This design comes from an exercise in tuning for small area on the open sky130 flow, not from production work. Function was checked by simulation only, so behaviour that the tests miss may differ from the original. Power and IR drop assume default switching activity.

--- flow/run.sh ---
#!/bin/bash
# synth_recipe.tcl (not shown) runs the flow's synth.tcl, then flattens the netlist and writes it again
# the make line also repeats each setting of config.mk as NAME=value (left out here)
make -C /OpenROAD-flow-scripts/flow DESIGN_CONFIG=/design/flow/config.mk WORK_HOME=/design/flow/orfs CLKGATE_MAP_FILE= SYNTH_SCRIPT=/design/flow/synth_recipe.tcl finish
--- flow/config.mk ---
export PLATFORM = sky130hd
export DESIGN_NAME = riscv_final
export DESIGN_NICKNAME = riscv_final
export VERILOG_FILES = /design/flow/design.v
export SDC_FILE = /design/flow/constraint.sdc
export NUM_CORES = 4
export LEC_CHECK = 0
export CAP_MARGIN = 20
export CORE_MARGIN = 2
export CORE_UTILIZATION = 40
export SLEW_MARGIN = 20
--- flow/constraint.sdc ---
create_clock -name core_clock -period 11.0 [get_ports {clk}]
set_input_delay 2.2000 -clock core_clock [delete_from_list [all_inputs] [get_ports {clk}]]
set_output_delay 2.2000 -clock core_clock [all_outputs]
set_load 0.01 [all_outputs]
--- flow/design.v ---
`timescale 1 ns / 1 ps
module alu(op1, op2, sub, lt, sh, shl, sra, lg, lg_op, sum, result);
    input wire logic [31:0] op1, op2;
    input wire logic sub, lt, sh, shl, sra, lg;
    input wire logic [1:0] lg_op;
    output logic [31:0] sum;
    output logic [31:0] result;
    logic [31:0] b;
    logic less;
    logic [31:0] sin, sout, rev_in, rev_out;
    logic [31:0] logic_r;
    assign b = sub ? ~op2 : op2;
    assign sum = op1 + b + {31'd0, sub};
    assign less = (op1[31] ^ op2[31]) ? op1[31] : sum[31];
    always_comb
        for (int i = 0; i < 32; i++) rev_in[i] = op1[31-i];
    assign sin = shl ? rev_in : op1;
    assign sout = $unsigned($signed({sra & op1[31], sin}) >>> op2[4:0]);
    always_comb
        for (int i = 0; i < 32; i++) rev_out[i] = sout[31-i];
    always_comb
        case (lg_op)
            2'b00: logic_r = op1 & op2;
            2'b01: logic_r = op1 | op2;
            default: logic_r = op1 ^ op2;
        endcase
    always_comb begin
        if (lt) result = {31'd0, less};
        else if (sh) result = shl ? rev_out : sout;
        else if (lg) result = logic_r;
        else result = sum;
    end
endmodule
`timescale 1ns / 1ps
module regfile(clk, readReg1, readReg2, writeReg, writeData, write, readData1, readData2);
    input wire logic clk;
    input wire logic [4:0] readReg1, readReg2, writeReg;
    input wire logic [31:0] writeData;
    input wire logic write;
    output logic [31:0] readData1, readData2;
    logic [31:0] register[31:1];
    always_ff @(posedge clk)
        if (write && writeReg != 0)
            register[writeReg] <= writeData;
    always_comb begin
        readData1 = 0;
        readData2 = 0;
        for (int i = 1; i < 32; i++) begin
            if (readReg1 == i) readData1 = register[i];
            if (readReg2 == i) readData2 = register[i];
        end
    end
endmodule
`timescale 1 ns / 1 ps
module riscv_final(clk, rst, instruction, ALUResult, dReadData, PC, dAddress,
    dWriteData, MemRead, MemWrite, WriteBackData, iMemRead);
    parameter INITIAL_PC = 32'h00400000;
    input wire logic clk;
    input wire logic rst;
    input wire logic [31:0] instruction;
    input wire logic [31:0] dReadData;
    output logic [31:0] PC;
    output logic [31:0] ALUResult;
    output logic [31:0] dAddress;
    output logic [31:0] dWriteData;
    output logic [31:0] WriteBackData;
    output logic MemRead;
    output logic MemWrite;
    output logic iMemRead;
    localparam [3:0] C_OTHER = 4'd0;
    localparam [3:0] C_LOAD  = 4'd1;
    localparam [3:0] C_I     = 4'd2;
    localparam [3:0] C_R     = 4'd3;
    localparam [3:0] C_U     = 4'd4;
    localparam [3:0] C_S     = 4'd5;
    localparam [3:0] C_SB    = 4'd6;
    localparam [3:0] C_JAL   = 4'd7;
    localparam [3:0] C_JALR  = 4'd8;
    function automatic [3:0] op_class(input [6:0] op);
        case (op)
            7'b0000011: op_class = C_LOAD;
            7'b0010011: op_class = C_I;
            7'b0110011: op_class = C_R;
            7'b0110111: op_class = C_U;
            7'b0100011: op_class = C_S;
            7'b1100011: op_class = C_SB;
            7'b1101111: op_class = C_JAL;
            7'b1100111: op_class = C_JALR;
            default:    op_class = C_OTHER;
        endcase
    endfunction
    function automatic reads_rs1(input [3:0] c);
        reads_rs1 = (c == C_LOAD || c == C_I || c == C_R || c == C_S || c == C_SB || c == C_JALR);
    endfunction
    function automatic reads_rs2(input [3:0] c);
        reads_rs2 = (c == C_R || c == C_S || c == C_SB || c == C_U);
    endfunction
    logic [31:0] if_PC;
    logic [31:7] d_ins;       
    logic [3:0]  d_cls;       
    logic        d_rst;       
    logic        d_v;         
    logic [31:0] id_PC;
    logic [31:0] ex_PC_WD;    
    logic [31:0] ex_btgt;     
    logic [31:0] ex_ALUResult;
    logic        ex_RegWrite, ex_MemRead, ex_MemWrite, ex_Branch;
    logic        ex_jump, ex_jalr;
    logic [4:0]  ex_writeReg;
    logic        ex_Zero;
    logic        mem_LESS_THAN;
    logic        ex_f3_v;     
    logic [2:0]  mem_funct_3;
    logic        mem_RegWrite, mem_MemToReg;
    logic [4:0]  mem_writeReg;
    logic [31:0] mem_ALUResult;
    logic        mem_jump, wb_jump, wbwb_jump, wb_PCSrc;
    logic [3:0] cls;
    logic [4:0] readReg1, readReg2;
    assign cls = op_class(instruction[6:0]);
    assign readReg1 = reads_rs1(cls) ? instruction[19:15] : 5'd0;
    assign readReg2 = reads_rs2(cls) ? instruction[24:20] : 5'd0;
    logic id_MemRead, id_MemWrite, id_RegWrite, id_Branch, id_jump, id_jalr;
    logic [4:0] id_writeReg, id_rs1, id_rs2, rf_rs1, rf_rs2;
    assign id_MemRead  = d_v && d_cls == C_LOAD;
    assign id_MemWrite = d_v && d_cls == C_S;
    assign id_Branch   = d_v && d_cls == C_SB;
    assign id_jump     = d_v && (d_cls == C_JAL || d_cls == C_JALR);
    assign id_jalr     = d_v && d_cls == C_JALR;
    assign id_RegWrite = d_v && (d_cls == C_LOAD || d_cls == C_I || d_cls == C_R ||
                                 d_cls == C_U || d_cls == C_JAL || d_cls == C_JALR);
    assign id_writeReg = d_ins[11:7];
    assign rf_rs1 = reads_rs1(d_cls) ? d_ins[19:15] : 5'd0;
    assign rf_rs2 = reads_rs2(d_cls) ? d_ins[24:20] : 5'd0;
    assign id_rs1 = d_v ? rf_rs1 : 5'd0;
    assign id_rs2 = d_v ? rf_rs2 : 5'd0;
    logic branch_mem_taken, mem_PCSrc, lu_hazard, load_use_hazard, kill_id, squash_ex;
    assign branch_mem_taken = ex_Branch && (
        (mem_funct_3 == 3'b001 && !ex_Zero) ||
        (mem_funct_3 == 3'b100 && !ex_Zero && mem_LESS_THAN) ||
        (mem_funct_3 == 3'b101 && !mem_LESS_THAN) ||
        (mem_funct_3 == 3'b000 && ex_Zero));
    assign mem_PCSrc = branch_mem_taken && !wbwb_jump;
    assign lu_hazard = id_MemRead && (id_writeReg == readReg1 || id_writeReg == readReg2)
                       && !ex_jump && !wb_jump;
    assign load_use_hazard = lu_hazard && !branch_mem_taken && !wb_PCSrc;
    assign iMemRead = !load_use_hazard;
    assign kill_id = lu_hazard || branch_mem_taken || wb_PCSrc || wb_jump || wbwb_jump;
    assign squash_ex = wb_PCSrc || branch_mem_taken || mem_jump;
    logic [31:0] mem_branchTarget;
    assign PC = if_PC;
    assign mem_branchTarget = ex_jalr ? ex_ALUResult : ex_btgt;
    always_ff @(posedge clk) begin
        if (rst)
            if_PC <= INITIAL_PC;
        else if (mem_PCSrc || wb_jump)
            if_PC <= mem_branchTarget;
        else if (!load_use_hazard)
            if_PC <= {if_PC[31:2] + 30'd1, if_PC[1:0]};
    end
    always_ff @(posedge clk) begin
        d_ins <= instruction[31:7];
        d_cls <= cls;
        d_rst <= rst;
        d_v <= !rst && !kill_id;
        if (!load_use_hazard)
            id_PC <= if_PC;
    end
    logic [2:0] f3;
    logic [6:0] f7;
    logic a_sub, a_lt, a_sh, a_shl, a_sra, a_lg;
    logic [1:0] a_lg_op;
    assign f3 = d_ins[14:12];
    assign f7 = d_ins[31:25];
    always_comb begin
        a_sub = 0; a_lt = 0; a_sh = 0; a_shl = 0; a_sra = 0; a_lg = 0; a_lg_op = 2'b00;
        if (d_rst) begin
            a_lg = 1;                        
        end else if (d_cls == C_SB) begin
            a_sub = 1;
        end else if (d_cls == C_I || d_cls == C_R) begin
            case (f3)
                3'b000: a_sub = (d_cls == C_R && f7 == 7'b0100000);
                3'b010: begin a_sub = 1; a_lt = 1; end
                3'b110: begin a_lg = 1; a_lg_op = 2'b01; end
                3'b100: begin a_lg = 1; a_lg_op = 2'b10; end
                3'b001: begin a_sh = 1; a_shl = 1; end
                3'b101:
                    if (f7 == 7'b0000000) a_sh = 1;
                    else if (f7 == 7'b0100000) begin a_sh = 1; a_sra = 1; end
                    else a_lg = 1;
                default: a_lg = 1;           
            endcase
        end
    end
    logic [31:0] imm;
    logic isImmed;
    always_comb begin
        case (d_cls)
            C_I, C_LOAD, C_JALR: imm = {{20{d_ins[31]}}, d_ins[31:20]};
            C_JAL: imm = {{12{d_ins[31]}}, d_ins[19:12], d_ins[20], d_ins[30:21], 1'b0};
            C_S:   imm = {{20{d_ins[31]}}, d_ins[31:25], d_ins[11:7]};
            C_SB:  imm = {{20{d_ins[31]}}, d_ins[7], d_ins[30:25], d_ins[11:8], 1'b0};
            C_U:   imm = {d_ins[31:12], 12'd0};
            default: imm = 32'd0;
        endcase
    end
    assign isImmed = !d_rst && (d_cls == C_I || d_cls == C_LOAD || d_cls == C_JALR ||
                                d_cls == C_JAL || d_cls == C_S || d_cls == C_U);
    logic [31:0] rd1, rd2;
    regfile myRegister(.clk(clk), .readReg1(rf_rs1), .readReg2(rf_rs2),
        .writeReg(mem_writeReg), .writeData(WriteBackData), .write(mem_RegWrite),
        .readData1(rd1), .readData2(rd2));
    logic [31:0] op1, op2, fwd2;
    logic ex_fwd1, mem_fwd1, ld_fwd1, ex_fwd2, mem_fwd2, ld_fwd2;
    assign ex_fwd1  = ex_RegWrite && id_rs1 == ex_writeReg && id_rs1 != 0;
    assign mem_fwd1 = mem_RegWrite && !mem_MemToReg && id_rs1 == mem_writeReg && id_rs1 != 0 && !mem_jump;
    assign ld_fwd1  = mem_MemToReg && id_rs1 == mem_writeReg && id_rs1 != 0 && !wb_jump;
    assign ex_fwd2  = ex_RegWrite && id_rs2 == ex_writeReg && id_rs2 != 0;
    assign mem_fwd2 = mem_RegWrite && !mem_MemToReg && id_rs2 == mem_writeReg && id_rs2 != 0;
    assign ld_fwd2  = mem_MemToReg && id_rs2 == mem_writeReg && id_rs2 != 0;
    always_comb begin
        if (ex_fwd1) op1 = ex_ALUResult;
        else if (mem_fwd1) op1 = mem_ALUResult;
        else if (ld_fwd1) op1 = dReadData;
        else op1 = rd1;
        if (ex_fwd2) fwd2 = ex_ALUResult;
        else if (mem_fwd2) fwd2 = mem_ALUResult;
        else if (ld_fwd2) fwd2 = dReadData;
        else fwd2 = rd2;
        op2 = isImmed ? imm : fwd2;
    end
    logic [31:0] sum;
    alu myAlu(.op1(op1), .op2(op2), .sub(a_sub), .lt(a_lt), .sh(a_sh), .shl(a_shl),
        .sra(a_sra), .lg(a_lg), .lg_op(a_lg_op), .sum(sum), .result(ALUResult));
    logic ex_load;
    assign ex_load = !rst && !squash_ex;
    always_ff @(posedge clk) begin
        ex_RegWrite  <= ex_load && id_RegWrite;
        ex_MemRead   <= ex_load && id_MemRead;
        ex_MemWrite  <= ex_load && id_MemWrite;
        ex_Branch    <= ex_load && id_Branch;
        ex_jump      <= ex_load && id_jump;
        ex_jalr      <= ex_load && id_jalr;
        ex_ALUResult <= ex_load ? ALUResult : 32'd0;
        ex_writeReg  <= id_writeReg;
        ex_PC_WD     <= (ex_load && id_MemWrite) ? fwd2 : id_PC;
        ex_btgt      <= id_PC + imm - 32'd4;
        ex_Zero      <= (sum == 32'd0);
        mem_LESS_THAN <= sum[31];
        ex_f3_v      <= ex_load;
        mem_funct_3  <= ex_f3_v ? f3 : 3'd0;
    end
    assign dAddress = ex_ALUResult;
    assign dWriteData = ex_PC_WD;
    assign MemRead = ex_MemRead && !mem_jump;
    assign MemWrite = ex_MemWrite;
    always_ff @(posedge clk) begin
        mem_RegWrite <= !rst && !mem_jump && ex_RegWrite;
        mem_MemToReg <= !rst && !mem_jump && ex_MemRead;
        mem_writeReg <= ex_writeReg;
        if (!mem_jump)
            mem_ALUResult <= ex_jump ? ex_PC_WD : ex_ALUResult;
        wb_jump   <= !rst && id_jump && !wb_jump && !mem_jump && !mem_PCSrc;
        wb_PCSrc  <= !rst && mem_PCSrc;
        mem_jump  <= !rst && ex_jump;
        wbwb_jump <= !rst && wb_jump;
    end
    assign WriteBackData = mem_MemToReg ? dReadData : mem_ALUResult;
endmodule
==> flow_summary.toml, run 1 <==
[sta]
worst_clock_skew_ns = 0.0580
post-route-period-util = 1.01
period_needed_ns = 11.09
setup_tns_ns = -0.615
slew_violations = 0
worst_pin_slew_ns = 1.34
finalSetupViolations = 14
setup_slack_ns = -0.0899
timing.slew.headroom = 0.104
finalHoldViolCount = 0
whs_ns = 0.392
grt_setup_unrepaired = "yes"
timing.fmax_mhz = 90.2

[placement]
port_buffers = 228
hpwl_um = 322000
globalplace.congestion = 1.10
preCtsSetupSlack_ns = -0.228

[logic_synthesis]
syn_area_per_cell_um2 = 10.6
synth_area_um2 = 68400
synth.top_cell.area_share = 0.464
ys_seq_area_frac = 0.519
synth_cells = 6459
synth_largest_area_cell = "edfxtp_1"
synth_cell_types = 106
async_flop_share = 0
synth_nets = 6683
synth_edf_count = 1056
yosysMostFrequentCell = "edfxtp_1"
synthFlopType = "edfxtp_1"
synthTopCellsByArea = "edfxtp_1, dfxtp_1, ha_1"
yosysWarnings = 3
synthTopCellsByCount = "edfxtp_1, nand2_1, nor2_1, o21ai_0, a21oi_1"
ys_seq_elements = 1243

[clock_network]
clock_sinks = 1243
cts_tree = "done"
holdBufCountCts = 0
clockBufferDepth = 3
clkTransAtPathRegs_ns = 0.06
clock_latency_ns = 0.86
cts_made_buffers = 142
cts-root-buf = "clkbuf_16"
htree_levels = 4

[worst_hold_path]
hold_path.class = "reg -> reg"

[floorplanning]
dieArea_um2 = 174000
fp.dieH_um = 417
rows = 151
core-area_um2 = 170000
start_util = 0.403
dieWidth_um = 417
ios = 229

[global_route]
grt_max_degree = 87
overflow = 0
grt_pass1_wl_um = 583000
antenna_found_initial = 61
grtUsageTotal = 0.495
grt_pass1_vias = 64251

[route]
vias = 71110
drt_iter0_drc = 15864
vias_per_cell = 7.59
drtAntennaViolNets = 0
first_pass_iters = 15
postRouteWirelength_um = 446000
wl_per_cell_um = 47.6
drc_errors = 0

[cells_and_area]
fillCellCount = 15571
area_delta_synth_final_pct = 21.1
final_core_util = 0.488
nets = 7201
drive_gt1_frac = 0.175

[worst_setup_path]
critPathArrivalTime_ns = 8.89
cp_slowest_stage_delay_ns = 1.06
crit_fanout = 29
crit_slowest_cell = "nor3_4"
cp_cell_sequence = "buf_4 > buf_4 > nand2b_1 > nor3_4 > a221o_1 > a221oi_1 > o211ai_1 > o21ai_0 > and2_1 > inv_1 > ha_1 > inv_1 > nand2_1 > o41ai_2 > o31ai_1 > o211ai_1 > nand2b_1 > a21boi_0 > xor2_1 > o221a_2 > nor4_1 > clkdlybuf4s50_1"
worstSetupStartpointType = "flip-flop"
critPathKind = "reg -> out"
critical_path_required_ns = 8.80
end_kind = "primary output"

[run_status]
check.faults = "negative setup slack"
status = "complete, but fails checks"

[power]
leakage_uw = 0.0294
ir_drop_mv = 0.179
power_density_nw_per_um2 = 137

[job]
maxCapViolations = 0
## cells by family after synthesis
| group | count (synthesis) | synth area share |
|---|---|---|
| AOI/OAI and AO/OA | 2098 | 0.219 |
| xor gates and xnor gates | 114 | 0.0146 |
| adders and majority gates | 158 | 0.0291 |
| buffers and inverters | 729 | 0.0431 |
| DFF | 1243 | 0.519 |
| muxes | 268 | 0.0430 |
| and+or+nand+nor | 1849 | 0.133 |
## sequential cells by signal, summed over array words and instances (netlist names), 3 cells and up
signal	flops
d_cls	4
d_ins	25
ex_ALUResult	32
ex_PC_WD	32
ex_btgt	32
ex_writeReg	5
id_PC	32
if_PC	32
mem_ALUResult	32
mem_funct_3	3
mem_writeReg	5
myRegister.register	992
## where the power goes
group / total (uW) / internal, uW / switching, uW
Clock: 4990 / 2840 / 2140
Sequential: 5220 / 5140 / 74.1
Combinational: 1180 / 372 / 803
Total: 11400 / 8360 / 3020
## stage by stage
step | total power, uW | instances | area [um2]
2_1_floorplan | 5810 | 6459 | 68400
3_3_place_gp | 6400 | 9032 | 77300
3_5_place_dp | 6400 | 9032 | 77300
4_1_cts | 11300 | 9297 | 82200
5_1_grt | 11500 | 9315 | 82600
6_report | 11400 | 9372 | 82800
## final cells by class
| type | count | area [um2] | area share |
|---|---|---|---|
| multi-input combinational | 4488 | 31100 | 0.375 |
| sequential | 1243 | 35500 | 0.429 |
| timing repair buffer | 865 | 7670 | 0.0926 |
| antenna | 60 | 150 | 0.00181 |
| clock buffer | 178 | 3840 | 0.0464 |
| clock inverter | 83 | 895 | 0.0108 |
| inverter | 237 | 893 | 0.0108 |
| tap | 2218 | 2780 | 0.0335 |
## worst paths after layout
path                  startpoint               to  slack, ns  cells past startpoint
setup reg to reg        d_cls[0]          ex_Zero       2.26                     24
hold reg to reg   ex_writeReg[0]  mem_writeReg[0]       0.39                      0
setup / recovery       d_ins[18]    ALUResult[19]      -0.09                     22
hold / removal    ex_writeReg[0]  mem_writeReg[0]       0.39                      0
## routing by layer
layer	global-route usage	up-vias	wire length, um
li1	-	26502	-
met1	0.624	34828	159000
met2	0.664	7612	173000
met3	0.227	2110	73300
met4	0.343	58	39900
met5	0.0242	-	1170
## critical path: cells and delay by family (launching register included)
family / cells / cell delay (ns)
xor gates and xnor gates: 1 / 0.18
DFF: 1 / 0.84
buffers and inverters: 5 / 1.51
and+or+nand+nor: 6 / 2.43
adders and majority gates: 1 / 0.28
AOI/OAI and AO/OA: 9 / 2.75
## layout by cell type (no fill, tap or decap), types with 99 or more instances in the layout
| cell | count |
|---|---|
| o21ai_0 | 377 |
| nor3_1 | 144 |
| nand3_1 | 222 |
| inv_1 | 224 |
| nand4_1 | 99 |
| mux2_2 | 113 |
| buf_4 | 586 |
| clkbuf_16 | 146 |
| edfxtp_1 | 1056 |
| nor2_1 | 394 |
| ha_1 | 154 |
| clkdlybuf4s50_1 | 227 |
| a221oi_1 | 130 |
| a22oi_1 | 204 |
| a21oi_1 | 326 |
| nand2_1 | 488 |
| mux2i_1 | 145 |
| dfxtp_1 | 175 |
## what timing repair did
action	4_1_cts	5_1_grt
gates resized for setup	12	69
cloned	0	1
pin swaps	2	14
setup endpoints to repair	14	15
setup buffers	4	12
==> run 2, diff against run 1 <==
--- a/flow/design.v
+++ b/flow/design.v
@@ -42,14 +42,22 @@
     always_ff @(posedge clk)
         if (write && writeReg != 0)
             register[writeReg] <= writeData;
-    always_comb begin
-        readData1 = 0;
-        readData2 = 0;
-        for (int i = 1; i < 32; i++) begin
-            if (readReg1 == i) readData1 = register[i];
-            if (readReg2 == i) readData2 = register[i];
-        end
-    end
+    function automatic [31:0] read_port(input [4:0] a, input [33*32-1:0] r);
+        logic [32:0] s;
+        logic [31:0] t [0:10];
+        for (int i = 0; i < 33; i++) s[i] = (i != 0) && (i < 32) && a == i;
+        for (int k = 0; k < 11; k++)
+            t[k] = ({32{s[3*k]}} & r[32*(3*k) +: 32]) | ({32{s[3*k+1]}} & r[32*(3*k+1) +: 32]) |
+                   ({32{s[3*k+2]}} & r[32*(3*k+2) +: 32]);
+        read_port = ((t[0] | t[1] | t[2] | t[3]) | (t[4] | t[5] | t[6] | t[7])) | (t[8] | t[9] | t[10]);
+    endfunction
+    logic [33*32-1:0] rr;
+    always_comb begin
+        rr = 0;
+        for (int i = 1; i < 32; i++) rr[32*i +: 32] = register[i];
+    end
+    assign readData1 = read_port(readReg1, rr);
+    assign readData2 = read_port(readReg2, rr);
 endmodule
 `timescale 1 ns / 1 ps
 module riscv_final(clk, rst, instruction, ALUResult, dReadData, PC, dAddress,
@@ -98,9 +106,10 @@
     logic [31:0] if_PC;
     logic [31:7] d_ins;       
     logic [3:0]  d_cls;       
+    logic        d_r1, d_r2;  
     logic        d_rst;       
     logic        d_v;         
-    logic [31:0] id_PC;
+    logic [31:0] id_PC;       
     logic [31:0] ex_PC_WD;    
     logic [31:0] ex_btgt;     
     logic [31:0] ex_ALUResult;
@@ -130,8 +139,8 @@
     assign id_RegWrite = d_v && (d_cls == C_LOAD || d_cls == C_I || d_cls == C_R ||
                                  d_cls == C_U || d_cls == C_JAL || d_cls == C_JALR);
     assign id_writeReg = d_ins[11:7];
-    assign rf_rs1 = reads_rs1(d_cls) ? d_ins[19:15] : 5'd0;
-    assign rf_rs2 = reads_rs2(d_cls) ? d_ins[24:20] : 5'd0;
+    assign rf_rs1 = d_r1 ? d_ins[19:15] : 5'd0;
+    assign rf_rs2 = d_r2 ? d_ins[24:20] : 5'd0;
     assign id_rs1 = d_v ? rf_rs1 : 5'd0;
     assign id_rs2 = d_v ? rf_rs2 : 5'd0;
     logic branch_mem_taken, mem_PCSrc, lu_hazard, load_use_hazard, kill_id, squash_ex;
@@ -161,10 +170,10 @@
     always_ff @(posedge clk) begin
         d_ins <= instruction[31:7];
         d_cls <= cls;
+        d_r1 <= reads_rs1(cls);
+        d_r2 <= reads_rs2(cls);
         d_rst <= rst;
         d_v <= !rst && !kill_id;
-        if (!load_use_hazard)
-            id_PC <= if_PC;
     end
     logic [2:0] f3;
     logic [6:0] f7;
@@ -207,6 +216,23 @@
     end
     assign isImmed = !d_rst && (d_cls == C_I || d_cls == C_LOAD || d_cls == C_JALR ||
                                 d_cls == C_JAL || d_cls == C_S || d_cls == C_U);
+    logic [32:0] pc_bw;
+    always_comb begin
+        pc_bw[2] = 1'b1;
+        for (int i = 2; i < 32; i++) begin
+            id_PC[i] = if_PC[i] ^ pc_bw[i];
+            pc_bw[i+1] = pc_bw[i] & !if_PC[i];
+        end
+        id_PC[1:0] = if_PC[1:0];
+    end
+    localparam [31:0] MINUS8 = 32'hFFFFFFF8;
+    logic [31:0] bt_s, bt_c, btgt;
+    always_comb
+        for (int i = 0; i < 32; i++) begin
+            bt_s[i] = if_PC[i] ^ imm[i] ^ MINUS8[i];
+            bt_c[i] = MINUS8[i] ? (if_PC[i] | imm[i]) : (if_PC[i] & imm[i]);
+        end
+    assign btgt = bt_s + {bt_c[30:0], 1'b0};
     logic [31:0] rd1, rd2;
     regfile myRegister(.clk(clk), .readReg1(rf_rs1), .readReg2(rf_rs2),
         .writeReg(mem_writeReg), .writeData(WriteBackData), .write(mem_RegWrite),
@@ -245,7 +271,7 @@
         ex_ALUResult <= ex_load ? ALUResult : 32'd0;
         ex_writeReg  <= id_writeReg;
         ex_PC_WD     <= (ex_load && id_MemWrite) ? fwd2 : id_PC;
-        ex_btgt      <= id_PC + imm - 32'd4;
+        ex_btgt      <= btgt;
         ex_Zero      <= (sum == 32'd0);
         mem_LESS_THAN <= sum[31];
         ex_f3_v      <= ex_load;
==> flow/flow/run.sh (new file) <==
#!/bin/bash
# Layout flow: the standard flow, with synthesis mapped by an area
# oriented ABC script (flow/abc_area.script) instead of ORFS's speed script.
set -euo pipefail
W=$(pwd)
{ head -n 1 synth_recipe.tcl; cat flow/synth_hook.tcl; tail -n +2 synth_recipe.tcl; } > my_synth.tcl
sed "s#SYNTH_SCRIPT=[^ ]*#SYNTH_SCRIPT=$W/my_synth.tcl#" standard.sh > my_standard.sh
export MY_ABC_SCRIPT=$W/flow/abc_area.script
bash my_standard.sh synth > synth.log 2>&1
bash standard.sh > layout.log 2>&1
==> flow/flow/abc_area.script (new file) <==
strash
&get -n
&st
&dch
&nf
&put
==> flow/flow/synth_hook.tcl (new file) <==
# Inserted after the first line of the standard flow's synthesis script: once ORFS's
# synthesis preamble has set up the ABC arguments, swap the ABC script for
# the one in MY_ABC_SCRIPT. Everything else (registers, their names and
# cell types, flattening, renaming) is the standard synthesis.
rename source _bench_source
proc source {args} {
  set r [uplevel 1 [list _bench_source {*}$args]]
  if {[string match *synth_preamble.tcl [lindex $args end]] && [info exists ::env(MY_ABC_SCRIPT)]} {
    set i [lsearch -exact $::abc_args -script]
    lset ::abc_args [expr {$i + 1}] $::env(MY_ABC_SCRIPT)
    puts "abc script replaced: $::abc_args"
  }
  return $r
}
==> flow/standard.sh (new file) <==
#!/bin/bash
# synth_recipe.tcl (not shown) runs the flow's synth.tcl, then flattens the netlist and writes it again
# the make line also repeats each setting of config.mk as NAME=value (left out here)
make -C /OpenROAD-flow-scripts/flow DESIGN_CONFIG=/design/flow/config.mk WORK_HOME=/design/flow/orfs CLKGATE_MAP_FILE= SYNTH_SCRIPT=/design/flow/synth_recipe.tcl "${@:-finish}"
removed: flow/run.sh
==> run 2 against run 1 <==
Non-clock buffer count down 335. Clock power shrank 6.6%. Count of clock-buffer cells in the layout decreased by 15. Synthesized cell count down 28%. Die area down 15%. Register-to-register slack better by 0.34 ns. Highest routed layer unchanged. Power down 8.5%. Now clean on timing, DRC and antenna. Critical endpoint is now ALUResult[27]. Sequential power is 2% lower.
==> flow_summary.toml, run 2 <==
[placement]
place_area_um2 = 65800
port_buffers = 228
globalplace.congestion = 1.04
hpwl_um = 188000
preCtsSetupSlack_ns = 0.718

[power]
power.switching_uw = 2480
power_density_nw_per_um2 = 148
seqPwrFrac = 0.489
ir_drop_mv = 0.0988
intPower_uw = 7920
comb_power_share = 0.064
swShare = 0.239
clkPwrFrac = 0.447
total_power_uw = 10400
leakage_uw = 0.0240

[sta]
whs_ns = 0.406
worst_clock_skew_ns = 0.0604
worst_pin_slew_ns = 1.23
timing.fmax_mhz = 93.4
setup_tns_ns = 0
finalHoldViolCount = 0
slew_violations = 0
finalSetupViolations = 0
setup_slack_ns = 0.294
period_needed_ns = 10.71
timing.slew.headroom = 0.178
grt_setup_unrepaired = "no"
post-route-period-util = 0.973

[floorplanning]
fp.dieH_um = 386
core-area_um2 = 145000
ios = 229
dieWidth_um = 386
start_util = 0.401
dieArea_um2 = 149000
rows = 140

[cells_and_area]
fin_area_um2 = 70500
largest_register_ffs = 992
nets = 5595
layout_commonest_cell = "edfxtp_1"
area_delta_synth_final_pct = 20.9
layout_common_cells = "edfxtp_1, a222oi_1, a21oi_1"
drive_gt1_frac = 0.114
fillCellCount = 12828
top_register = "myRegister.register"

[clock_network]
clkTransAtPathRegs_ns = 0.06
holdBufCountCts = 0
cts_made_buffers = 135
clock_latency_ns = 0.81
clock_sinks = 1213
htree_levels = 4
clockBufferDepth = 3
cts-root-buf = "clkbuf_16"
cts_tree = "done"

[route]
vias_per_cell = 6.98
wl_per_cell_um = 35.4
drt_iter0_drc = 11386
drtAntennaViolNets = 0
drc_errors = 0
postRouteWirelength_um = 261000
first_pass_iters = 14
vias = 51423

[logic_synthesis]
synthTopCellsByCount = "edfxtp_1, a222oi_1, a21oi_1, nor2_1, o21ai_0"
synth_nets = 4928
synthTopCellsByArea = "edfxtp_1, a222oi_1, dfxtp_1"
yosysMostFrequentCell = "edfxtp_1"
synth_edf_count = 1024
synth_cells = 4676
synth_area_um2 = 58300
async_flop_share = 0
synth.top_cell.area_share = 0.528
synth_largest_area_cell = "edfxtp_1"
syn_area_per_cell_um2 = 12.5
synth_cell_types = 60
yosysWarnings = 5
synthFlopType = "edfxtp_1"
ys_seq_elements = 1213
ys_seq_area_frac = 0.593

[global_route]
antenna_found_initial = 14
grt_max_degree = 63
overflow = 0
grt_pass1_wl_um = 363000
grtUsageTotal = 0.342
grt_pass1_vias = 48038

[worst_setup_path]
critPathArrivalTime_ns = 8.51
worstRegToRegCells = 25
crit_fanout = 20
critical_path_required_ns = 8.80
critPathKind = "reg -> out"
worstSetupStartpointType = "flip-flop"
end_kind = "primary output"

[worst_hold_path]
holdPathStages = 0
hold_path.class = "reg -> reg"

[run_status]
status = "finished clean"

[job]
maxCapViolations = 0
## run 2: final timing paths
path / startpoint / to / slack [ns]
worst min register to register: ex_writeReg[0] / mem_writeReg[0] / 0.41
worst max-delay path: d_ins[21] / ALUResult[27] / 0.29
worst min-delay path: ex_writeReg[0] / mem_writeReg[0] / 0.41
worst max register to register: d_r1 / ex_Zero / 2.60
## run 2: kinds of logic (layout without fill, tap and decap cells)
logic type,Yosys count,after routing,share of synthesized area
compound gates,1585,1585,0.203
simple gates,1274,1274,0.112
flops,1213,1213,0.593
fa+ha+maj,186,186,0.0402
buf+inv,167,943,0.0108
xor+xnor,144,144,0.0216
mux,107,107,0.0199
other cells,0,3,0
## run 2: worst max-delay path: stages (launching register included)
cell and delay (ns):
dfxtp_2 0.48, nand3b_1 0.32, buf_4 0.28, nor3_2 0.14, buf_4 0.25, buf_4 0.22, a222oi_1 0.60, nand4_1 0.24
nor3_1 0.40, a21oi_1 0.17, a21oi_1 0.28, a21oi_1 0.13, o21ai_0 0.89, xnor2_1 0.15, ha_1 0.38, nand2_1 0.13
o21ai_0 0.14, a21oi_1 0.29, o21ai_0 0.14, a21oi_1 0.49, o21ai_0 0.25, xnor2_1 0.19, o211ai_1 0.23, o211a_1 0.30
clkdlybuf4s50_1 0.57
## run 2: area by class of cell
cell class | instances | area [um2] | share of cell area
Sequential cell | 1213 | 34500 | 0.490
Multi-Input combinational cell | 3296 | 23800 | 0.337
Timing Repair Buffer | 530 | 4590 | 0.0652
Clock buffer | 163 | 3530 | 0.0502
Tap cell | 1917 | 2400 | 0.0340
Clock inverter | 83 | 1000 | 0.0142
Inverter | 167 | 627 | 0.00890
Antenna cell | 3 | 7.51 | 0.000107
## run 2: repair_timing
item,in CTS,in global routing
pin swaps,0,2
gates cloned,0,0
buffers inserted,0,2
gates resized for setup,1,23
endpoints found under the setup margin,2,4
## run 2: power by group through the flow
stage | Combinational [uW] | Sequential (uW) | Clock, uW
3_5_place_dp | 642 | 5180 | 0
2_1_floorplan | 314 | 5160 | 0
3_3_place_gp | 643 | 5180 | 0
6_report | 665 | 5090 | 4660
4_1_cts | 648 | 5080 | 4690
5_1_grt | 701 | 5090 | 4880
## run 2: metrics by stage
step	instances	util
2_1_floorplan	4676	-
3_3_place_gp	7119	0.453
3_5_place_dp	7120	0.453
4_1_cts	7366	0.484
5_1_grt	7370	0.485
6_report	7372	0.485
## run 2: layer usage
layer  global-route usage  vias to the layer above  routed length, um
met4                0.166                       16              15100
li1                     -                    21507                  -
met1                0.447                    25324              96900
met2                0.535                     3986             117000
met5                    0                        -                110
met3               0.0808                      590              31600
==> run 3, diff against run 2 <==
==> flow/flow/run.sh (replaced) <==
#!/bin/bash
# Layout flow: the standard flow, with synthesis mapped by an area
# oriented ABC script (flow/abc_area.script) instead of ORFS's speed script.
# Ports are buffered with the smallest buffer.
set -euo pipefail
W=$(pwd)
{ head -n 1 synth_recipe.tcl; cat flow/synth_hook.tcl; tail -n +2 synth_recipe.tcl; } > my_synth.tcl
sed "s#SYNTH_SCRIPT=[^ ]*#SYNTH_SCRIPT=$W/my_synth.tcl#" standard.sh > my_standard.sh
export MY_ABC_SCRIPT=$W/flow/abc_area.script
bash my_standard.sh synth > synth.log 2>&1
bash standard.sh BUFFER_PORTS_ARGS="-buffer_cell sky130_fd_sc_hd__buf_1" finish > layout.log 2>&1
--- a/flow/config.mk
+++ b/flow/config.mk
@@ -5,7 +5,10 @@
 export SDC_FILE = /design/flow/constraint.sdc
 export NUM_CORES = 4
 export LEC_CHECK = 0
-export CAP_MARGIN = 20
+export CAP_MARGIN = 5
 export CORE_MARGIN = 2
 export CORE_UTILIZATION = 40
-export SLEW_MARGIN = 20
+export CTS_BUF_LIST = sky130_fd_sc_hd__clkbuf_8
+export CTS_CLUSTER_DIAMETER = 60
+export CTS_CLUSTER_SIZE = 14
+export SLEW_MARGIN = 5
==> run 3 against run 2 <==
Non-clock buffer count is 52 lower. Clock skew is 0.046 ns higher. Sequential share of layout area is 3.1 points higher. Register-to-register slack better by 0.03 ns. Global-route usage is 0.86 points lower. Design area is 5.9% lower. Fmax is 0.53% higher. First-iteration DRC count is 4.8% lower. Hold slack worse by 0.0023 ns. Routed wire length is 2.1% lower. Worst setup slack better by 0.057 ns. Largest power group unchanged.
==> flow_summary.toml, run 3 <==
[floorplanning]
fp.dieH_um = 386
core-area_um2 = 145000
dieWidth_um = 386
rows = 140
ios = 229
dieArea_um2 = 149000
start_util = 0.401

[logic_synthesis]
synthTopCellsByCount = "edfxtp_1, a222oi_1, a21oi_1, nor2_1, o21ai_0"
synth_largest_area_cell = "edfxtp_1"
synth_cells = 4676
ys_seq_elements = 1213
synthFlopType = "edfxtp_1"
synth_nets = 4928
yosysWarnings = 5
yosysMostFrequentCell = "edfxtp_1"
synth_cell_types = 60
synth_edf_count = 1024
syn_area_per_cell_um2 = 12.5
synthTopCellsByArea = "edfxtp_1, a222oi_1, dfxtp_1"
synth_area_um2 = 58300
async_flop_share = 0
synth.top_cell.area_share = 0.528
ys_seq_area_frac = 0.593

[route]
postRouteWirelength_um = 255000
drc_errors = 0
drtAntennaViolNets = 0
wl_per_cell_um = 35.1
first_pass_iters = 15
drt_iter0_drc = 10841
vias_per_cell = 7.01
vias = 50852

[sta]
timing.fmax_mhz = 93.9
period_needed_ns = 10.65
post-route-period-util = 0.968
timing.slew.headroom = 0.205
setup_tns_ns = 0
finalSetupViolations = 0
finalHoldViolCount = 0
worst_pin_slew_ns = 1.19
grt_setup_unrepaired = "no"
whs_ns = 0.404
worst_clock_skew_ns = 0.107
slew_violations = 0

[clock_network]
cts-root-buf = "clkbuf_8"
holdBufCountCts = 0
clock_sinks = 1213
clkTransAtPathRegs_ns = 0.10
htree_levels = 3
clock_latency_ns = 0.96
cts_tree = "done"
clockBufferDepth = 3
cts_made_buffers = 115

[worst_setup_path]
worstRegToRegCells = 23
worstReg2RegEnd = "ex_Zero"
crit_fanout = 34
critical_path_required_ns = 8.80
critPathKind = "reg -> out"
r2r_start = "d_ins[18]"
r2r_setup_slack_ns = 2.63
critPathArrivalTime_ns = 8.45
end_kind = "primary output"
worstSetupStartpointType = "flip-flop"

[power]
comb_power_share = 0.070
clkPwrFrac = 0.333
intPower_uw = 6320
leakage_uw = 0.0221
power.switching_uw = 2200
ir_drop_mv = 0.106
swShare = 0.258
power_density_nw_per_um2 = 129
seqPwrFrac = 0.597

[placement]
port_buffers = 228
hpwl_um = 186000
globalplace.congestion = 1.05

[worst_hold_path]
hold_path.class = "reg -> reg"
holdPathStages = 0
hold_end = "mem_writeReg[0]"
hold_start = "ex_writeReg[0]"

[cells_and_area]
fillCellCount = 13318
layout_common_cells = "edfxtp_1, a222oi_1, a21oi_1"
top_register = "myRegister.register"
drive_gt1_frac = 0.0969
layout_commonest_cell = "edfxtp_1"
area_delta_synth_final_pct = 13.7
nets = 5523
largest_register_ffs = 992

[global_route]
overflow = 0
antenna_found_initial = 31
grt_max_degree = 63
grt_pass1_wl_um = 357000
grt_pass1_vias = 47618
grtUsageTotal = 0.334

[run_status]
status = "finished clean"

[job]
maxCapViolations = 0
run 3: worst max-delay path, stage by stage, from the launching register on:
cell and delay [ns]:
dfxtp_1 0.63, and3b_1 0.24, buf_4 0.24, and3_1 0.47, a222oi_1 0.44, nand4_1 0.29, nor4b_1 0.87, o21a_1 0.35
nor2_1 0.13, ha_1 0.43, nand4_1 0.13, o221ai_1 0.27, a21o_1 0.17, a21oi_1 0.11, o21ai_1 0.28, a31oi_1 0.22
o31ai_2 0.38, a21oi_1 0.17, o31ai_1 0.35, a31oi_1 0.24, o31a_1 0.30, xor2_1 0.20, a211oi_1 0.10, a21oi_1 0.27
nor2_1 0.07, buf_1 0.14
run 3: stage by stage:
step           utilization  cell area [um2]  total power [uW]  setup slack [ns]  std cells
6_report             0.456            66300              8520             0.351       7259
5_1_grt              0.456            66300              8740            0.0471       7247
4_1_cts              0.456            66200              8520            0.0307       7244
3_5_place_dp         0.440            63900              5760             0.862       7061
3_3_place_gp         0.440            63900              5760             0.938       7061
2_1_floorplan            -            58300              5480             0.137       4676
run 3: layer usage:
metal / part of all wire / up-vias / track usage
li1: - / 21304 / -
met1: 0.38 / 25038 / 0.438
met2: 0.45 / 3912 / 0.523
met3: 0.12 / 572 / 0.0770
met4: 0.055 / 26 / 0.155
met5: 0.00062 / - / 0
run 3: worst max-delay path by stage:
| stage | start | end | slack, ns | depth (start not counted) |
|---|---|---|---|---|
| 2_1_floorplan | d_r2 | ALUResult[28] | 0.14 | 25 |
| 3_5_place_dp | d_r2 | ALUResult[30] | 0.86 | 27 |
| 4_1_cts | d_r2 | ALUResult[30] | 0.03 | 29 |
| 6_report | d_ins[18] | ALUResult[30] | 0.35 | 25 |
| 5_1_grt | d_ins[23] | ALUResult[30] | 0.05 | 28 |
| 3_3_place_gp | d_r2 | ALUResult[30] | 0.94 | 29 |
run 3: repair_timing:
item / CTS / global route
gates cloned: 0 / 0
pin swaps: 4 / 0
setup endpoints to repair: 2 / 6
buffers inserted: 10 / 0
gates resized for setup: 16 / 15
run 3: cells by family (layout without fill, tap and decap cells):
| kind of cell | count (synthesis) | count (layout) | share of synthesized area |
|---|---|---|---|
| other | 0 | 15 | 0 |
| buffers and inverters | 167 | 818 | 0.0108 |
| AO/OA/AOI/OAI | 1585 | 1585 | 0.203 |
| flip-flops | 1213 | 1213 | 0.593 |
| AND/OR/NAND/NOR | 1274 | 1274 | 0.112 |
| multiplexers | 107 | 107 | 0.0199 |
| adder cells (fa/ha/maj) | 186 | 186 | 0.0402 |
| XOR/XNOR | 144 | 144 | 0.0216 |
run 3: cell type report:
| type | instances | area, um2 | area share |
|---|---|---|---|
| Clock buffer | 116 | 1600 | 0.0241 |
| Inverter | 167 | 627 | 0.00946 |
| Clock inverter | 57 | 558 | 0.00842 |
| Timing Repair Buffer | 478 | 2730 | 0.0412 |
| Tap cell | 1917 | 2400 | 0.0362 |
| Sequential cell | 1213 | 34500 | 0.521 |
| Multi-Input combinational cell | 3296 | 23800 | 0.359 |
| Antenna cell | 15 | 37.5 | 0.000566 |
run 3: power by group through the flow:
stage / Clock (uW) / Sequential [uW] / Combinational, uW
after floorplan: 0 / 5160 / 314
after global placement: 0 / 5180 / 574
after detailed placement: 0 / 5180 / 575
after CTS: 2860 / 5080 / 582
after global routing: 3020 / 5090 / 636
final: 2840 / 5080 / 598
==> run 4, diff against run 3 <==
--- a/flow/design.v
+++ b/flow/design.v
@@ -18,11 +18,14 @@
     assign sout = $unsigned($signed({sra & op1[31], sin}) >>> op2[4:0]);
     always_comb
         for (int i = 0; i < 32; i++) rev_out[i] = sout[31-i];
+    logic [31:0] l_and, l_xor;
+    assign l_and = op1 & b;
+    assign l_xor = op1 ^ b;
     always_comb
         case (lg_op)
-            2'b00: logic_r = op1 & op2;
-            2'b01: logic_r = op1 | op2;
-            default: logic_r = op1 ^ op2;
+            2'b00: logic_r = l_and;
+            2'b01: logic_r = l_and | l_xor;
+            default: logic_r = l_xor;
         endcase
     always_comb begin
         if (lt) result = {31'd0, less};
--- a/flow/config.mk
+++ b/flow/config.mk
@@ -9,6 +9,6 @@
 export CORE_MARGIN = 2
 export CORE_UTILIZATION = 40
 export CTS_BUF_LIST = sky130_fd_sc_hd__clkbuf_8
-export CTS_CLUSTER_DIAMETER = 60
-export CTS_CLUSTER_SIZE = 14
+export CTS_CLUSTER_DIAMETER = 50
+export CTS_CLUSTER_SIZE = 12
 export SLEW_MARGIN = 5
==> run 4 against run 3 <==
Power increased by 6.3%. Combinational power up 22%. Still clean on timing, DRC and antenna. Highest routed layer unchanged. Design area rose by 0.14%. Clock power increased by 14%. Hold slack lost 0.0019 ns. Register-to-register slack worse by 0.34 ns. Largest cell class unchanged. Area after synthesis down 0.69%. First-iteration DRC count rose by 10%. Sequential share of layout area shrank 0.071 points.
==> flow_summary.toml, run 4 <==
[clock_network]
clock_latency_ns = 0.95
htree_levels = 4
holdBufCountCts = 0
clockBufferDepth = 3
cts_setup_buffers = 0
clkTransAtPathRegs_ns = 0.09
clock_sinks = 1213
cts-root-buf = "clkbuf_8"
cts_tree = "done"
cts_made_buffers = 143

[route]
vias = 52345
drt_iter0_drc = 11964
vias_per_cell = 7.22
wl_per_cell_um = 38.6
postRouteWirelength_um = 280000
drtAntennaViolNets = 0
drc_errors = 0
first_pass_iters = 22

[power]
power.switching_uw = 2370
comb_power_share = 0.080
clkPwrFrac = 0.357
seqPwrFrac = 0.563
power_density_nw_per_um2 = 136
leakage_uw = 0.0220
ir_drop_mv = 0.116
swShare = 0.262
intPower_uw = 6690

[logic_synthesis]
synth_cells = 4615
synth_nets = 4837
yosys.area_share.xor_xnor = 0.0218
ys_seq_area_frac = 0.597
ys_seq_elements = 1213
synth.top_cell.area_share = 0.531
syn_area_per_cell_um2 = 12.5
synth_edf_count = 1024
yosysMostFrequentCell = "edfxtp_1"
synthFlopType = "edfxtp_1"
synth_largest_area_cell = "edfxtp_1"
synthTopCellsByArea = "edfxtp_1, a222oi_1, dfxtp_1"
async_flop_share = 0
synth_cell_types = 62
synthTopCellsByCount = "edfxtp_1, a222oi_1, a21oi_1, o21ai_0, nor2_1"
synth_area_um2 = 57900
synthAdderAreaFrac = 0.0340
synth_top_family_by_area = "compound AO/OA/AOI/OAI gates"
muxShareOfSynthArea = 0.0214
yosys.area_share.simple = 0.109
synth_compound_area_frac = 0.206
yosysWarnings = 5

[sta]
worst_pin_slew_ns = 1.27
setup_slack_ns = 0.247
post-route-period-util = 0.978
finalHoldViolCount = 0
finalSetupViolations = 0
timing.fmax_mhz = 93.0
grt_setup_unrepaired = "no"
setup_tns_ns = 0
timing.slew.headroom = 0.151
worst_clock_skew_ns = 0.0743
period_needed_ns = 10.75
slew_violations = 0

[worst_setup_path]
cp-endpoint = "ALUResult[16]"
r2r_start = "d_ins[15]"
critical_path_required_ns = 8.80
worstReg2RegEnd = "ex_Zero"
crit_fanout = 16
r2r_setup_slack_ns = 2.29
crit_start = "d_ins[17]"
worstSetupStartpointType = "flip-flop"
end_kind = "primary output"
worstRegToRegCells = 22
critPathKind = "reg -> out"
critPathArrivalTime_ns = 8.55

[global_route]
grt_pass1_vias = 47733
grt_pass1_wl_um = 381000
antenna_found_initial = 32
overflow = 0
grt_max_degree = 66
grtUsageTotal = 0.368

[placement]
dp_cells = 7015
hpwl_um = 201000
globalplace.congestion = 1.07
preCtsSetupSlack_ns = 0.566
port_buffers = 228

[floorplanning]
start_util = 0.403
dieWidth_um = 384
dieArea_um2 = 148000
rows = 139
core-area_um2 = 144000
ios = 229
fp.dieH_um = 384

[cells_and_area]
fin_cells = 7253
layout_commonest_cell = "edfxtp_1"
layout_common_cells = "edfxtp_1, a222oi_1, a21oi_1"
fillCellCount = 13283
largest_register_ffs = 992
top_register = "myRegister.register"
nets = 5479
drive_gt1_frac = 0.107
area_delta_synth_final_pct = 14.7

[run_status]
status = "finished clean"

[job]
maxCapViolations = 0

[worst_hold_path]
hold_start = "ex_writeReg[4]"
hold_path.class = "reg -> reg"
holdPathStages = 0
## run 4: per-layer routing
layer  vias to the layer above  share of wire  global-route usage
met4                        24          0.057               0.176
met2                      4564           0.40               0.498
li1                      21157              -                   -
met3                       673           0.16               0.134
met5                         -        0.00063             0.00292
met1                     25927           0.39               0.518
## run 4: kinds of logic after synthesis
family                   after synthesis
flip-flops                          1213
multiplexers                         115
adder cells (fa/ha/maj)              156
AND/OR/NAND/NOR                     1222
AO/OA/AOI/OAI                       1602
XOR/XNOR                             144
buffers and inverters                163
## run 4: timing repair
action                                  in CTS  in global routing
resized for setup                            6                 20
cloned                                       0                  0
endpoints found under the setup margin       5                  7
## run 4: worst min path at each step
| stage | endpoint | slack [ns] |
|---|---|---|
| after floorplan | mem_writeReg[0] | 0.37 |
| after global placement | mem_writeReg[4] | 0.40 |
| after detailed placement | mem_writeReg[4] | 0.39 |
| after CTS | mem_writeReg[4] | 0.40 |
| after global routing | mem_writeReg[1] | 0.41 |
| final | mem_writeReg[4] | 0.40 |
## run 4: area by class of cell
type | count | area (um2) | area share
sequential | 1213 | 34500 | 0.520
antenna | 9 | 22.5 | 0.000339
clock inverter | 77 | 636 | 0.00958
multi-input combinational | 3239 | 23200 | 0.350
tap | 1903 | 2380 | 0.0359
clock buffer | 152 | 2090 | 0.0315
inverter | 163 | 612 | 0.00922
timing repair buffer | 497 | 2870 | 0.0433
## run 4: critical path, stage by stage (launching register included)
cell and delay [ns]:
dfxtp_1 0.75, and3b_1 0.41, and2_1 0.66, buf_4 0.37, buf_4 0.19, a222oi_1 0.55
nand4_1 0.54, or4_1 0.72, a31oi_1 0.65, nor3_1 0.14, o21ai_0 0.53, nand3_1 0.25
a21oi_1 0.24, o31ai_1 0.11, a21oi_1 0.24, nor2_1 0.11, a211oi_1 0.77, nor3_1 0.15
buf_1 0.18
## run 4: through the flow
| stage | utilization | instance area, um2 | hold slack [ns] | total power [uW] |
|---|---|---|---|---|
| 4_1_cts | 0.462 | 66300 | 0.402 | 9030 |
| 2_1_floorplan | - | 57900 | 0.374 | 5530 |
| 5_1_grt | 0.462 | 66400 | 0.412 | 9280 |
| 3_3_place_gp | 0.442 | 63600 | 0.399 | 5890 |
| 6_report | 0.462 | 66400 | 0.402 | 9060 |
| 3_5_place_dp | 0.442 | 63600 | 0.391 | 5890 |
## run 4: power by group through the flow
stage	Combinational, uW	Clock (uW)	Sequential, uW
4_1_cts	693	3250	5090
3_5_place_dp	689	0	5200
2_1_floorplan	353	0	5170
5_1_grt	758	3430	5100
6_report	727	3230	5100
3_3_place_gp	689	0	5200
==> run 5, diff against run 4 <==
--- a/flow/config.mk
+++ b/flow/config.mk
@@ -9,6 +9,7 @@
 export CORE_MARGIN = 2
 export CORE_UTILIZATION = 40
 export CTS_BUF_LIST = sky130_fd_sc_hd__clkbuf_8
-export CTS_CLUSTER_DIAMETER = 50
-export CTS_CLUSTER_SIZE = 12
+export CTS_CLUSTER_DIAMETER = 70
+export CTS_CLUSTER_SIZE = 16
+export SETUP_SLACK_MARGIN = 0.15
 export SLEW_MARGIN = 5
==> run 5 against run 4 <==
Sequential share of layout area rose by 0.69 points. Critical path depth rose by 3. Non-clock buffer count did not move. Critical endpoint is now ALUResult[26]. Largest power group unchanged.
==> flow_summary.toml, run 5 <==
[power]
ir_drop_mv = 0.0989
power_density_nw_per_um2 = 129
leakage_uw = 0.0215

[worst_setup_path]
worstSetupStartpointType = "flip-flop"
end_kind = "primary output"
crit_fanout = 18
cp_cell_sequence = "and2_0 > and3_2 > buf_4 > a222oi_1 > nand4_1 > nor4_1 > o21a_1 > nor2_1 > ha_1 > nand2_1 > o21ai_1 > nand3_1 > nand2_1 > a31oi_1 > o31ai_2 > a31oi_1 > o21ai_0 > xor2_1 > a21oi_1 > nor3b_1 > buf_1"
critical_path_required_ns = 8.80
crit_slowest_cell = "a222oi_1"
critPathArrivalTime_ns = 8.65
critPathKind = "reg -> out"
cp_slowest_stage_delay_ns = 0.68

[logic_synthesis]
syn_area_per_cell_um2 = 12.5
synth_edf_count = 1024
synthTopCellsByArea = "edfxtp_1, a222oi_1, dfxtp_1"
yosysMostFrequentCell = "edfxtp_1"
synth.top_cell.area_share = 0.531
synth_nets = 4837
ys_seq_area_frac = 0.597
synth_area_um2 = 57900
synth_largest_area_cell = "edfxtp_1"
synth_cell_types = 62
synthFlopType = "edfxtp_1"
async_flop_share = 0
ys_seq_elements = 1213
synth_cells = 4615
synthTopCellsByCount = "edfxtp_1, a222oi_1, a21oi_1, o21ai_0, nor2_1"
yosysWarnings = 5

[sta]
finalSetupViolations = 0
worst_pin_slew_ns = 1.27
whs_ns = 0.409
period_needed_ns = 10.85
grt_setup_unrepaired = "no"
worst_clock_skew_ns = 0.0879
setup_slack_ns = 0.148
finalHoldViolCount = 0
timing.fmax_mhz = 92.1
timing.slew.headroom = 0.148
setup_tns_ns = 0
post-route-period-util = 0.987
slew_violations = 0

[global_route]
antenna_found_initial = 37
grt_pass1_wl_um = 379000
grt_max_degree = 66
grtUsageTotal = 0.366
grt_pass1_vias = 47159
overflow = 0

[route]
vias = 52172
first_pass_iters = 22
wl_per_cell_um = 38.9
postRouteWirelength_um = 280000
drt_iter0_drc = 12422
vias_per_cell = 7.26
drc_errors = 0
drtAntennaViolNets = 0

[clock_network]
clock_latency_ns = 0.93
holdBufCountCts = 0
cts_tree = "done"
cts-root-buf = "clkbuf_8"
clkTransAtPathRegs_ns = 0.11
clockBufferDepth = 3
cts_made_buffers = 98
ctsResizeCount = 7
clock_sinks = 1213
cts_setup_buffers = 0
htree_levels = 3

[placement]
port_buffers = 228
hpwl_um = 201000
preCtsSetupSlack_ns = 0.566
globalplace.congestion = 1.07

[cells_and_area]
layout_commonest_cell = "edfxtp_1"
nets = 5434
layout_common_cells = "edfxtp_1, a222oi_1, a21oi_1"
top_register = "myRegister.register"
largest_register_ffs = 992
final_core_util = 0.456
area_delta_synth_final_pct = 13.2
drive_gt1_frac = 0.0954

[job]
maxCapViolations = 0

[floorplanning]
fp.dieH_um = 384
start_util = 0.403
rows = 139
core-area_um2 = 144000
dieWidth_um = 384
ios = 229
dieArea_um2 = 148000

[worst_hold_path]
hold_path.class = "reg -> reg"

[run_status]
status = "finished clean"
-- run 5: cell counts after synthesis --
Identical to the previous run, type by type.
-- run 5: critical path: cells and delay by family, from the launching register on --
family,cells,cell delay (ns)
AO/OA/AOI/OAI,8,2.64
XOR/XNOR,1,0.24
adder cells (fa/ha/maj),1,0.47
buffers and inverters,2,0.51
flip-flops,1,0.52
AND/OR/NAND/NOR,9,3.32
-- run 5: final timing paths --
check | depth (start not counted) | start | to | slack (ns)
worst max-delay path | 21 | d_r1 | ALUResult[26] | 0.15
worst min-delay path | 0 | ex_writeReg[1] | mem_writeReg[1] | 0.41
worst max register to register | 22 | d_r1 | ex_Zero | 1.99
worst min register to register | 0 | ex_writeReg[1] | mem_writeReg[1] | 0.41
-- run 5: metal layers --
metal	vias to the layer above	wire, um	track usage	share of wire
met3	616	44100	0.118	0.16
met2	4703	113000	0.502	0.40
met5	-	115	0.0159	0.00041
met4	14	14500	0.160	0.052
li1	21045	-	-	-
met1	25794	108000	0.522	0.39
-- run 5: cell type report --
| type | instances | area [um2] |
|---|---|---|
| tap | 1903 | 2380 |
| fill | 13327 | 78100 |
| clock inverter | 48 | 443 |
| sequential | 1213 | 34500 |
| multi-input combinational | 3239 | 23200 |
| inverter | 163 | 612 |
| clock buffer | 101 | 1390 |
| timing repair buffer | 497 | 2870 |
| antenna | 20 | 50.0 |
-- run 5: logic make-up after synthesis --
| kind of cell | synth area share |
|---|---|
| adders and majority gates | 0.0340 |
| buffers and inverters | 0.0106 |
| AOI/OAI and AO/OA | 0.206 |
| muxes | 0.0214 |
| xor gates and xnor gates | 0.0218 |
| DFF | 0.597 |
| and+or+nand+nor | 0.109 |
-- run 5: power by group --
part | switching (uW) | total [uW] | internal (uW)
combinational | 514 | 727 | 212
clock | 1680 | 2610 | 939
sequential | 69.3 | 5100 | 5030
total | 2260 | 8440 | 6180
-- run 5: stage by stage --
stage / power, uW / cell area, um2 / cells
6_report: 8440 / 65500 / 7184
3_5_place_dp: 5890 / 63600 / 7015
5_1_grt: 8620 / 65500 / 7172
2_1_floorplan: 5530 / 57900 / 4615
4_1_cts: 8400 / 65400 / 7164
3_3_place_gp: 5890 / 63600 / 7014
==> run 6, diff against run 5 <==
--- a/flow/config.mk
+++ b/flow/config.mk
@@ -11,5 +11,5 @@
 export CTS_BUF_LIST = sky130_fd_sc_hd__clkbuf_8
 export CTS_CLUSTER_DIAMETER = 70
 export CTS_CLUSTER_SIZE = 16
-export SETUP_SLACK_MARGIN = 0.15
+export SETUP_SLACK_MARGIN = 0.3
 export SLEW_MARGIN = 5
==> run 6 against run 5 <==
Largest power group unchanged. Critical path depth is the same. Routed wire length shrank 0.17%. Synthesized cell count is the same. Critical endpoint is now ALUResult[31]. Register-to-register slack gained 0.53 ns. Die area is the same. Still clean. Non-clock buffer count is the same. Largest cell class unchanged.
==> flow_summary.toml, run 6 <==
[clock_network]
clockBufferDepth = 3
clkTransAtPathRegs_ns = 0.11
holdBufCountCts = 0
clock_sinks = 1213
cts-root-buf = "clkbuf_8"
htree_levels = 3
clock_latency_ns = 0.92
cts_made_buffers = 98
cts_tree = "done"

[power]
power_density_nw_per_um2 = 129
power.switching_uw = 2250
seqPwrFrac = 0.605
swShare = 0.267
intPower_uw = 6180
comb_power_share = 0.086
leakage_uw = 0.0216
clkPwrFrac = 0.309
ir_drop_mv = 0.0989

[logic_synthesis]
yosys.area_share.xor_xnor = 0.0218
synth.top_cell.area_share = 0.531
ys_seq_elements = 1213
synth_nets = 4837
synthAdderAreaFrac = 0.0340
muxShareOfSynthArea = 0.0214
synth_cells = 4615
synthTopCellsByArea = "edfxtp_1, a222oi_1, dfxtp_1"
async_flop_share = 0
yosys.area_share.simple = 0.109
synth_top_family_by_area = "compound AO/OA/AOI/OAI gates"
synth_area_um2 = 57900
syn_area_per_cell_um2 = 12.5
synthFlopType = "edfxtp_1"
synth_cell_types = 62
yosysMostFrequentCell = "edfxtp_1"
synth_edf_count = 1024
synth_compound_area_frac = 0.206
synthTopCellsByCount = "edfxtp_1, a222oi_1, a21oi_1, o21ai_0, nor2_1"
ys_seq_area_frac = 0.597
yosysWarnings = 5
synth_largest_area_cell = "edfxtp_1"

[route]
drtAntennaViolNets = 0
drt_iter0_drc = 12354
drc_errors = 0
postRouteWirelength_um = 279000
vias_per_cell = 7.24
first_pass_iters = 22
wl_per_cell_um = 38.9
vias = 51992

[worst_hold_path]
hold_path.class = "reg -> reg"

[cells_and_area]
layout_commonest_cell = "edfxtp_1"
fillCellCount = 13328
final-seq-area_um2 = 34500
multi_input_area_um2 = 23200
area_delta_synth_final_pct = 13.2
largest_register_ffs = 992
layout_common_cells = "edfxtp_1, a222oi_1, a21oi_1"
top_register = "myRegister.register"
drive_gt1_frac = 0.0969
nets = 5434

[global_route]
grt_pass1_vias = 47247
grt_max_degree = 66
overflow = 0
antenna_found_initial = 38
grt_pass1_wl_um = 379000
grtUsageTotal = 0.365

[sta]
setup_tns_ns = 0
grt_setup_unrepaired = "no"
slew_violations = 0
finalSetupViolations = 0
worst_pin_slew_ns = 1.30
timing.slew.headroom = 0.132
timing.fmax_mhz = 94.6
setup_slack_ns = 0.431
worst_clock_skew_ns = 0.0861
finalHoldViolCount = 0
period_needed_ns = 10.57
post-route-period-util = 0.961

[floorplanning]
dieArea_um2 = 148000
rows = 139
core-area_um2 = 144000
start_util = 0.403
fp.dieH_um = 384
ios = 229
dieWidth_um = 384

[worst_setup_path]
end_kind = "primary output"
critPathArrivalTime_ns = 8.37
worstSetupStartpointType = "flip-flop"
crit_fanout = 26
critical_path_required_ns = 8.80
critPathKind = "reg -> out"

[placement]
globalplace.congestion = 1.07
port_buffers = 228
hpwl_um = 201000
preCtsSetupSlack_ns = 0.566

[job]
maxCapViolations = 0

[run_status]
status = "finished clean"
[run 6: area by class of cell]
type,instances,share of cell area
Antenna cell,17,0.000649
Clock buffer,101,0.0212
Clock inverter,48,0.00676
Inverter,163,0.00934
Multi-Input combinational cell,3239,0.355
Sequential cell,1213,0.527
Tap cell,1903,0.0363
Timing Repair Buffer,497,0.0439
[run 6: worst paths after layout]
| check | slack (ns) | cells after the start | to | startpoint |
|---|---|---|---|---|
| worst min register to register | 0.41 | 0 | mem_writeReg[1] | ex_writeReg[1] |
| worst min-delay path | 0.41 | 0 | mem_writeReg[1] | ex_writeReg[1] |
| worst max-delay path | 0.43 | 21 | ALUResult[31] | d_r2 |
| worst max register to register | 2.52 | 28 | ex_Zero | d_ins[24] |
[run 6: worst max-delay path, cell delays in order (launching register included)]
cell	delay [ns]
dfxtp_4	0.53
nand3b_1	0.46
nor3_2	1.07
buf_4	0.44
a222oi_1	0.17
nand4_1	0.27
nor3_1	0.13
a21oi_1	0.20
a21oi_1	0.14
a21oi_1	0.28
o21ai_0	0.14
xnor2_1	0.71
ha_1	0.37
nand2_1	0.15
nor2_1	0.29
nand2_1	0.08
o21ai_0	0.52
a31oi_1	0.31
xnor2_1	0.55
a21oi_1	0.20
nor3_1	0.23
buf_1	0.18
[run 6: timing repair]
action                     CTS  global route
gates resized for setup     12            22
setup endpoints to repair   17            12
setup buffers                0             0
[run 6: routing by layer]
metal,GRT usage,wire length [um],share of wire,vias up
li1,-,-,-,21046
met1,0.521,108000,0.39,25683
met2,0.501,112000,0.40,4612
met3,0.120,44800,0.16,635
met4,0.161,14800,0.053,16
met5,0.0140,92,0.00033,-
[run 6: kinds of logic after synthesis]
group,count (synthesis)
buffers and inverters,163
adder cells (fa/ha/maj),156
AO/OA/AOI/OAI,1602
multiplexers,115
XOR/XNOR,144
flip-flops,1213
AND/OR/NAND/NOR,1222
[run 6: power groups by stage]
stage,sequential [uW],combinational (uW),clock [uW]
6_report,5100,726,2600
5_1_grt,5100,757,2770
4_1_cts,5090,692,2610
3_5_place_dp,5200,689,0
3_3_place_gp,5200,689,0
2_1_floorplan,5170,353,0
[run 6: metrics by stage]
| stage | utilization | area [um2] | std cells | hold slack [ns] | power (uW) |
|---|---|---|---|---|---|
| finish | 0.456 | 65500 | 7181 | 0.407 | 8430 |
| CTS | 0.455 | 65400 | 7164 | 0.405 | 8400 |
| global route | 0.456 | 65500 | 7172 | 0.418 | 8620 |
| global placement | 0.442 | 63600 | 7014 | 0.399 | 5890 |
| floorplan | - | 57900 | 4615 | 0.374 | 5530 |
| detailed placement | 0.442 | 63600 | 7015 | 0.391 | 5890 |
==> run 7, diff against run 6 <==
--- a/flow/config.mk
+++ b/flow/config.mk
@@ -9,7 +9,7 @@
 export CORE_MARGIN = 2
 export CORE_UTILIZATION = 40
 export CTS_BUF_LIST = sky130_fd_sc_hd__clkbuf_8
-export CTS_CLUSTER_DIAMETER = 70
-export CTS_CLUSTER_SIZE = 16
-export SETUP_SLACK_MARGIN = 0.3
+export CTS_CLUSTER_DIAMETER = 60
+export CTS_CLUSTER_SIZE = 14
+export SETUP_SLACK_MARGIN = 0.1
 export SLEW_MARGIN = 5
==> run 7 against run 6 <==
Still clean on timing, DRC and antenna. Global-route usage is 0.073 points higher. Combinational power barely moved. Register-to-register slack got worse by 0.32 ns. Critical path depth down 3. Non-clock buffer count is 4 higher. Routed wire length up 0.18%. Count of clock-buffer cells in the layout is 15 higher. Area after synthesis unchanged. Die area stayed put.
==> flow_summary.toml, run 7 <==
[sta]
setup_slack_ns = 0.195
grt_setup_unrepaired = "no"
timing.slew.headroom = 0.160
timing.fmax_mhz = 92.5
setup_tns_ns = 0
finalSetupViolations = 0
finalHoldViolCount = 0
worst_clock_skew_ns = 0.0462
slew_violations = 0
post-route-period-util = 0.982
worst_pin_slew_ns = 1.25

[power]
seqPwrFrac = 0.591
power_density_nw_per_um2 = 131
comb_power_share = 0.084
intPower_uw = 6340
ir_drop_mv = 0.136
leakage_uw = 0.0217
clkPwrFrac = 0.324

[global_route]
antenna_found_initial = 44
grt_pass1_wl_um = 380000
grt_max_degree = 66
grt_pass1_vias = 47249
overflow = 0

[clock_network]
cts-root-buf = "clkbuf_8"
cts_tree = "done"
clkTransAtPathRegs_ns = 0.09
clockBufferDepth = 3
cts_made_buffers = 113
clock_sinks = 1213
htree_levels = 3

[route]
vias = 52197
vias_per_cell = 7.24
drc_errors = 0
drtAntennaViolNets = 0
drt_iter0_drc = 12151
postRouteWirelength_um = 280000

[cells_and_area]
drive_gt1_frac = 0.100
fillCellCount = 13328
area_delta_synth_final_pct = 13.7
nets = 5453
layout_commonest_cell = "edfxtp_1"
layout_common_cells = "edfxtp_1, a222oi_1, a21oi_1"
top_register = "myRegister.register"
largest_register_ffs = 992

[logic_synthesis]
synthTopCellsByCount = "edfxtp_1, a222oi_1, a21oi_1, o21ai_0, nor2_1"
yosysMostFrequentCell = "edfxtp_1"
async_flop_share = 0
synthFlopType = "edfxtp_1"
synth_edf_count = 1024
ys_seq_area_frac = 0.597
synthTopCellsByArea = "edfxtp_1, a222oi_1, dfxtp_1"
syn_area_per_cell_um2 = 12.5
synth.top_cell.area_share = 0.531
synth_cell_types = 62
ys_seq_elements = 1213
synth_nets = 4837

[worst_setup_path]
end_kind = "primary output"
critPathKind = "reg -> out"
crit_fanout = 16
critical_path_required_ns = 8.80
worstSetupStartpointType = "flip-flop"
critPathArrivalTime_ns = 8.61

[floorplanning]
start_util = 0.403
rows = 139
dieArea_um2 = 148000
fp.dieH_um = 384
ios = 229

[placement]
hpwl_um = 201000
globalplace.congestion = 1.07

[worst_hold_path]
hold_path.class = "reg -> reg"

[run_status]
status = "finished clean"
-- run 7: cell counts after synthesis --
No cell type changed its count.
-- run 7: area by class of cell --
class,instances,area (um2),share of cell area
antenna,12,30.0,0.000456
clock buffer,116,1600,0.0243
clock inverter,65,514,0.00781
inverter,163,612,0.00930
multi-input combinational,3239,23200,0.353
sequential,1213,34500,0.525
tap,1903,2380,0.0362
timing repair buffer,501,2900,0.0441
-- run 7: worst paths after layout --
kind                  startpoint              end  slack, ns  cells after the start
setup / recovery       d_ins[17]    ALUResult[31]       0.19                     18
hold / removal    ex_writeReg[1]  mem_writeReg[1]       0.41                      0
setup reg to reg            d_r1          ex_Zero       2.20                     22
hold reg to reg   ex_writeReg[1]  mem_writeReg[1]       0.41                      0
-- run 7: kinds of logic after synthesis --
| kind of cell | synth area share |
|---|---|
| xor+xnor | 0.0218 |
| flops | 0.597 |
| mux | 0.0214 |
| simple gates | 0.109 |
| compound gates | 0.206 |
| buf+inv | 0.0106 |
| fa+ha+maj | 0.0340 |
-- run 7: through the flow --
| stage | power (uW) | instances | hold WS, ns | area, um2 |
|---|---|---|---|---|
| finish | 8620 | 7212 | 0.408 | 65800 |
| global route | 8820 | 7203 | 0.417 | 65800 |
| CTS | 8580 | 7196 | 0.404 | 65700 |
| detailed placement | 5890 | 7015 | 0.391 | 63600 |
| global placement | 5890 | 7014 | 0.399 | 63600 |
| floorplan | 5530 | 4615 | 0.374 | 57900 |
-- run 7: power by group through the flow --
stage                     clock [uW]  sequential, uW  combinational [uW]
final                           2800            5100                 727
after global routing            2960            5100                 756
after CTS                       2800            5090                 692
after detailed placement           0            5200                 689
after global placement             0            5200                 689
after floorplan                    0            5170                 353
-- run 7: critical path, cell delays in order, from the launching register on --
cell and delay, ns:
dfxtp_1 0.77, and3b_1 0.41, and2_1 0.64, buf_4 0.37
a222oi_1 0.43, nand4_1 0.51, nor4_1 1.13, o21a_1 0.48
nor2_1 0.19, ha_1 0.48, a21oi_1 0.44, o21ai_0 0.26
a21oi_1 0.18, nand4_1 0.10, a31oi_1 0.35, xnor2_1 0.35
a21oi_1 0.19, nor3_1 0.22, buf_1 0.18
-- run 7: layer usage --
layer / track usage / wire [um]
met1: 0.525 / 109000
met2: 0.500 / 112000
met3: 0.119 / 44000
met4: 0.162 / 15200
met5: 0 / 394
-- run 7: what timing repair did --
action | CTS | global route
setup buffers | 0 | 4
gates resized for setup | 6 | 22
pin swaps | 0 | 1
endpoints found under the setup margin | 10 | 7
cloned | 0 | 0

Re-timed with assumed drivers on the ports (clkbuf_16 on the clock, buf_2 on other inputs), run 7 has 0.119 ns of setup slack against 0.195 ns with ideal ports, and 1.068 ns once port delays also move by the mid clock arrival of 0.950 ns.
